This is an optimization exercise on Yosys and OpenROAD, whose aim is small area and a short achievable clock period, not a production implementation.
In this exercise RTL edits were held to simulation tests only and were not proved equivalent to the original.
No activity file was given, so power comes from the tool's default toggle rates.

Setup of JK:
// fc_head
module fc_head #(
    parameter DATA_WIDTH = 16,
    parameter NUM_INPUTS = 1024,
    parameter NUM_OUTPUTS = 4
)(
    input clk,
    input rst,
    input [DATA_WIDTH-1:0] myinput,
    input [DATA_WIDTH*NUM_OUTPUTS-1:0] myweights,
    input myinputValid,
    output [DATA_WIDTH*NUM_OUTPUTS-1:0] softmax_out,
    output softmax_valid,
    output [7:0] led_control,
    output [DATA_WIDTH*NUM_OUTPUTS-1:0] logits
);
For scale: ~5,700 cells after synthesis, roughly 860 flip-flops, roughly 220 I/O pins.
Settings: LEC_CHECK=0, ABC_CLOCK_PERIOD_IN_PS=3000, CAP_MARGIN=20, CORE_MARGIN=2, CORE_UTILIZATION=40, CTS_CLUSTER_DIAMETER=80, CTS_CLUSTER_SIZE=30, SETUP_SLACK_MARGIN=4.8, SLEW_MARGIN=20; clock period 8.0 ns.
run.sh (not shown) runs the stock make flow with config.mk's settings and CLKGATE_MAP_FILE= SYNTH_SCRIPT=/design/flow/synth_recipe.tcl, a recipe that flattens the netlist after the stock synthesis.
Modified inputs, MS compared to JK
- SLEW_MARGIN changed from 20 to 5
- CAP_MARGIN changed from 20 to 5
- ABC_CLOCK_PERIOD_IN_PS changed from 3000 to 1500
--- outcome ---
Max data arrival time of the worst path across MS and JK: MS
The non-filler instance count after layout was comparable across MS and JK.
Sum of net half-perimeters after detailed placement essentially unchanged between MS and JK.
Relative to MS, the following input files were edited for AL:
- CORE_UTILIZATION changed from 40 to 60
- CAP_MARGIN changed from 5 to 20
- CTS_CLUSTER_SIZE removed (was 30)
- SLEW_MARGIN changed from 5 to 20
- CTS_CLUSTER_DIAMETER removed (was 80)
==> run summary <==
Delta (AL minus MS): register-to-register slack dropped 20 ps; clock group share of total power up 2.8 points. AL: no failed stages, no open violations at the end. For the total power, AL came in about 4% higher than MS did. met3 usage sits higher in AL than in MS.

========
fc_head, a different RTL version from the one above (not shown whole).
Size: roughly 0.051 sq mm of cells after synthesis.
==> flow/config.mk <==
export PLATFORM = sky130hd
export DESIGN_NAME = fc_head
export DESIGN_NICKNAME = fc_head
export VERILOG_FILES = /design/flow/design.v
export SDC_FILE = /design/flow/constraint.sdc
export NUM_CORES = 4
export LEC_CHECK = 0
export ABC_CLOCK_PERIOD_IN_PS = 1500
export CAP_MARGIN = 20
export CORE_MARGIN = 2
export CORE_UTILIZATION = 40
export SETUP_SLACK_MARGIN = 4.5
export SLEW_MARGIN = 20
==> flow/constraint.sdc <==
create_clock -name core_clock -period 8.0 [get_ports {clk}]
set_input_delay 1.6000 -clock core_clock [delete_from_list [all_inputs] [get_ports {clk}]]
set_output_delay 1.6000 -clock core_clock [all_outputs]
set_load 0.01 [all_outputs]
The baseline passed the timing, design-rule and antenna checks.
==> next run, changes <==
Settings changed: SETUP_SLACK_MARGIN 4.5 to 5.
Routed wire length grows by about a fifth.
Core utilization increases by 5.2 points.
Maximum frequency goes down by a few percent.
Via count is higher by a little under a tenth.
Total power rose by roughly a tenth.
Worst hold slack stays flat.

========
fc_head, a different RTL version from the one above (not shown whole).
For scale: about 730 flip-flops, ~220 I/O pins, ~50000 µm² of cells after synthesis.
## fc_head
module fc_head #(
    parameter DATA_WIDTH = 16,
    parameter NUM_INPUTS = 1024,
    parameter NUM_OUTPUTS = 4
)(
    input clk,
    input rst,
    input [DATA_WIDTH-1:0] myinput,
    input [DATA_WIDTH*NUM_OUTPUTS-1:0] myweights,
    input myinputValid,
    output [DATA_WIDTH*NUM_OUTPUTS-1:0] softmax_out,
    output softmax_valid,
    output [7:0] led_control,
    output [DATA_WIDTH*NUM_OUTPUTS-1:0] logits
);
clock: 8.0 ns
lec_check: 0
abc_clock_period_in_ps: 1500
cap_margin: 20
core_margin: 2
core_utilization: 40
cts_cluster_diameter: 80
cts_cluster_size: 30
setup_slack_margin: 4.6
slew_margin: 20
standard.sh (not shown) runs the stock make flow with config.mk's settings and CLKGATE_MAP_FILE= SYNTH_SCRIPT=/design/flow/synth_recipe.tcl, a recipe that flattens the netlist after the stock synthesis.
==> flow/flow/run.sh <==
#!/bin/bash
export SYNTH_ARGS="-noabc"
bash standard.sh > standard.log 2>&1
The starting point went through all stages and came out clean.
Then changed:
--- a/flow/config.mk
+++ b/flow/config.mk
@@ -8 +8 @@
-export ABC_CLOCK_PERIOD_IN_PS = 1500
+export ABC_AREA = 1
@@ -14 +14 @@
-export SETUP_SLACK_MARGIN = 4.6
+export SETUP_SLACK_MARGIN = 4.65
Result: Final cell count increases by 5.3%; die area went down by about 1.1%; first-iteration DRC count drops by about 10%; count of clock-buffer cells in the layout went down by 3; non-clock buffer count went down by 139; core utilization decreases by 2.2 points; worst hold slack degrades by 42 ps; synthesized cell count goes up by about 8%; setup slack is better by 330 ps.
Then changed:
==> flow/run.sh (new file) <==
#!/bin/bash
# synth_recipe.tcl (not shown) runs the flow's synth.tcl, then flattens the netlist and writes it again
# the make line also repeats each setting of config.mk as NAME=value (left out here)
make -C /OpenROAD-flow-scripts/flow DESIGN_CONFIG=/design/flow/config.mk WORK_HOME=/design/flow/orfs CLKGATE_MAP_FILE= SYNTH_SCRIPT=/design/flow/synth_recipe.tcl finish
--- a/flow/config.mk
+++ b/flow/config.mk
@@ -8 +8 @@
-export ABC_AREA = 1
+export ABC_CLOCK_PERIOD_IN_PS = 1500
@@ -14 +14 @@
-export SETUP_SLACK_MARGIN = 4.65
+export SETUP_SLACK_MARGIN = 4.55
removed: flow/flow/run.sh
removed: flow/standard.sh
Result:
- The new run completed without violations
- routed wire length came out higher by 6.4%
- via count is lower by 1.2%
- count of clock-buffer cells in the layout increases by 2
- cell area rose by 4.4%
- total power came out higher by 12%
Then changed:
--- a/flow/config.mk
+++ b/flow/config.mk
@@ -14 +14 @@
-export SETUP_SLACK_MARGIN = 4.55
+export SETUP_SLACK_MARGIN = 4.7
=> Sequential cell count stays the same; final area increases by 3.9%; power increases by 7.4%; count of clock-buffer cells in the layout increases by 1; wire length increases by 4.8%; non-clock buffer count increases by 92; register-to-register slack is about the same; critical path depth stays the same; clock skew increases by 42 ps.
Then changed:
==> flow/flow/run.sh (new file) <==
#!/bin/bash
export SYNTH_ARGS="-noabc"
bash standard.sh > standard.log 2>&1
==> flow/standard.sh (new file) <==
#!/bin/bash
# synth_recipe.tcl (not shown) runs the flow's synth.tcl, then flattens the netlist and writes it again
# the make line also repeats each setting of config.mk as NAME=value (left out here)
make -C /OpenROAD-flow-scripts/flow DESIGN_CONFIG=/design/flow/config.mk WORK_HOME=/design/flow/orfs CLKGATE_MAP_FILE= SYNTH_SCRIPT=/design/flow/synth_recipe.tcl "${@:-finish}"
--- a/flow/config.mk
+++ b/flow/config.mk
@@ -8 +8 @@
-export ABC_CLOCK_PERIOD_IN_PS = 1500
+export ABC_AREA = 1
@@ -14 +14 @@
-export SETUP_SLACK_MARGIN = 4.7
+export SETUP_SLACK_MARGIN = 4.75
removed: flow/run.sh
The new run went through all stages and came out clean. Total power is lower by 15%. Clock power is lower by 12%. Sequential cell count does not change. Global-route usage is lower by 1.2 points. First-iteration DRC count is lower by 10%. Combinational power is lower by 21%. Synthesized cell count is higher by 4.7%. Sequential power is lower by about 1%. Hold slack gets worse by 34 ps. Worst setup slack gets better by 370 ps.
Then changed:
--- a/flow/config.mk
+++ b/flow/config.mk
@@ -14 +14 @@
-export SETUP_SLACK_MARGIN = 4.75
+export SETUP_SLACK_MARGIN = 4.95
What happened:
- clock skew went up by 5.5 ps
- wire length went up by 5.8%
- flip-flop and latch count does not change
- cell count went up by 1.6%
- utilization went up by 2.7 points
- global-route usage went up by 0.86 points

-- separate check: timing with driven ports --
Ports are ideal in the flow. The routed layouts listed here were re-timed in OpenROAD.
Step 1, drivers: a clkbuf_16 drives clk and a buf_2 each remaining input, both assumed.
Step 2 adds t to the input delays and takes it off the output delays; t is the mean of the earliest and latest rising clock arrival at the registers after step 1. Input paths then give back, and output paths get back, about the clock's delay inside the block.
Slacks: ideal ports / drivers / drivers and shift; pairs: ideal ports / drivers.
run	shift t [ns]	setup WS [ns]	worst register clock-pin slew, ns	pins driven straight from the clock port
JK	0.760	4.830 / 4.783 / 4.597	0.11 / 0.11	1
MS	0.764	4.841 / 4.799 / 4.609	0.11 / 0.11	1
AL	0.742	4.817 / 4.780 / 4.605	0.07 / 0.07	1
the first run of note 2	0.763	4.478 / 4.420 / 4.277	0.06 / 0.06	1
the second run of note 2	0.776	4.373 / 4.373 / 4.373	0.07 / 0.07	1
the first run of note 3	0.732	4.360 / 4.360 / 4.360	0.11 / 0.11	1
the second run of note 3	0.714	4.690 / 4.627 / 4.283	0.11 / 0.11	1
the third run of note 3	0.728	4.431 / 4.431 / 4.431	0.11 / 0.11	1
the fourth run of note 3	0.748	4.417 / 4.417 / 4.417	0.11 / 0.11	1
the fifth run of note 3	0.728	4.790 / 4.738 / 4.217	0.11 / 0.11	1
the sixth run of note 3	0.728	4.839 / 4.839 / 4.430	0.12 / 0.12	1
After both steps every run listed still meets setup and hold. The setup slack of the fifth run of note 3, which loses most, moves by -0.052 ns with the drivers and by -0.573 ns with both steps.
